What follows belongs to an exercise in optimizing a design on an open flow for a short achievable clock period and few clock cycles; a production flow would make more cautious choices.
Function was checked by simulation only, so behaviour that the tests miss may differ from the original.
Power is estimated from default activity; no workload was simulated.

Setup of main:
Design SingleCycle_MIPS, start of the top module:
module SingleCycle_MIPS(
    clk,
    rst_n,
    IR_addr,
    IR,
    RF_writedata,
    ReadDataMem,
    CEN,
    WEN,
    A,
    ReadData2,
    OEN,
    RF_wen,
    RF_waddr
);
    input         clk, rst_n;
    input  [31:0] IR;
    output [31:0] IR_addr, RF_writedata;
    input  [31:0] ReadDataMem;
    output        CEN;
    output        WEN;
    output  [6:0] A;
    output [31:0] ReadData2;
    output        OEN;
    output        RF_wen;
    output  [4:0] RF_waddr;
    localparam BI = 4;           
    localparam BN = 1 << BI;     
    reg  [31:0] pcF;
    reg         vD, hitD, bjrD, fjD;
    reg  [31:0] irD, pcD, pc4D, npD;
    reg  [31:0] rsRawD, rtRawD;     
    reg         rsOkD, rtOkD;       
    reg         byWs, byWt, by2s, by2t, eHitRs, eHitRt;
    reg         fillW, fjrW, corrW, fretW, retE, cretW, jalW;
    reg   [7:0] jtgtW;
    reg   [BI-1:0] cidxW;
    reg   [7-BI:0] ctagW, tagE;
    reg   [7:0] ctgtW;
    reg   [BI-1:0] fidxW;
    reg   [7-BI:0] ftagW;
    reg   [7:0] ftgtW;
    reg         vE, wenE, ldE, brE, jrE, ptE;
    reg   [4:0] waE;
    reg  [31:0] aE, bE, altE, ttgtE;
    reg         tbadE;              
    reg         opAdd, opSub, opAnd, opOr, opSlt;
    reg   [BI-1:0] idxE;
    reg         cenE, wenMemE;      
    reg         started;            
    reg         startedO;           
    reg         zE, zOkE;           
    reg   [6:0] addrE;
    reg  [31:0] sdE;
    reg         wenW;
    reg   [4:0] waW;
    reg  [31:0] wdW;
    reg         wen2;
    reg   [4:0] wa2;
    reg  [31:0] wd2;
    reg  [31:0] rf [1:31];
  ...
Size in the first run: ~7600 cells after synthesis, roughly 180 I/O pins, ~0.087 mm² of cells after synthesis.
==> flow/config.mk <==
export PLATFORM = sky130hd
export DESIGN_NAME = SingleCycle_MIPS
export DESIGN_NICKNAME = SingleCycle_MIPS
export VERILOG_FILES = /design/flow/design.v
export SDC_FILE = /design/flow/constraint.sdc
export NUM_CORES = 4
export LEC_CHECK = 0
export ABC_CLOCK_PERIOD_IN_PS = 2500
export CAP_MARGIN = 20
export CORE_MARGIN = 2
export CORE_UTILIZATION = 40
export CTS_CLUSTER_DIAMETER = 40
export CTS_CLUSTER_SIZE = 20
export PLACE_DENSITY = 0.55
export SETUP_SLACK_MARGIN = 0.5
export SLEW_MARGIN = 20
==> flow/constraint.sdc <==
create_clock -name core_clock -period 10.0 [get_ports {clk}]
set_input_delay 2.0000 -clock core_clock [delete_from_list [all_inputs] [get_ports {clk}]]
set_output_delay 2.0000 -clock core_clock [all_outputs]
set_load 0.01 [all_outputs]
standard.sh (not shown) runs the stock make flow with config.mk's settings and CLKGATE_MAP_FILE= SYNTH_SCRIPT=/design/flow/synth_recipe.tcl, a recipe that flattens the netlist after the stock synthesis.
==> flow/flow/run.sh <==
#!/bin/bash
set -euo pipefail
bash standard.sh synth > synth.log 2>&1
bash standard.sh SETUP_SLACK_MARGIN=7 TNS_END_PERCENT=100 \
  "BUFFER_PORTS_ARGS=-buffer_cell sky130_fd_sc_hd__buf_4" finish > layout.log 2>&1
main: flow completed, timing, DRC and antenna clean
Testbench counts of main, summed over its fixed seeds: cycles 137,130.
--- input diff main..the feature branch ---
--- a/flow/config.mk
+++ b/flow/config.mk
@@ -11,4 +11,4 @@
-export CORE_UTILIZATION = 40
-export CTS_CLUSTER_DIAMETER = 40
-export CTS_CLUSTER_SIZE = 20
-export PLACE_DENSITY = 0.55
+export CORE_UTILIZATION = 38
+export CTS_CLUSTER_DIAMETER = 50
+export CTS_CLUSTER_SIZE = 24
+export PLACE_DENSITY = 0.5
Findings:
Compared with main, the feature branch shows a lower antenna diode count. The feature branch vs main, library cell contributing the largest single delay on the critical path: a21oi_1 vs or4_4. Lower flip-flop and latch share of the layout cell area among main and the feature branch: main. Delta (the feature branch minus main): routed wire length on met3 decreased by 3.6% relative to the old numbers; overall global routing resource usage increased by 0.95 points relative to the old numbers; number of buffers on the longest clock path decreased by 1 relative to the old numbers. Internal power summed over all cells on the feature branch is ahead of main. Final critical-path required period up 8.0 ps in the feature branch wrt main. Taking main as the reference, in the feature branch number of clock buffer instances in the layout has decreased; number of antenna violations at the first check in global routing has decreased. Relative to main, the feature branch degrades routed wire length.

what the ideal ports hide:
The flow's constraints put no driver on any port. The routed layouts listed below were extracted and timed again, unchanged, in two steps.
Step 1 assumes that a clkbuf_16 drives the clock port and a buf_2 every other input.
Step 2 also shifts input and output timing later by t, the mid clock arrival at the registers, as if the neighbouring blocks saw the same clock.
Three values: ideal, step 1, step 2; two values: the first two.
run | t (ns) | setup slack, ns | slew at the worst register clock pin (ns) | worst slew at a driven data input, ns | cell pins on the clock port's net
main | 1.036 | 6.251 / 6.251 / 5.469 | 0.07 / 0.07 | 0.47 | 1
the feature branch | 0.960 | 6.243 / 6.243 / 5.482 | 0.09 / 0.09 | 0.51 | 1
After both steps every run listed still meets setup and hold. For main, which loses most, drivers alone change the setup slack by 0.000 ns; drivers and shift together by -0.782 ns.
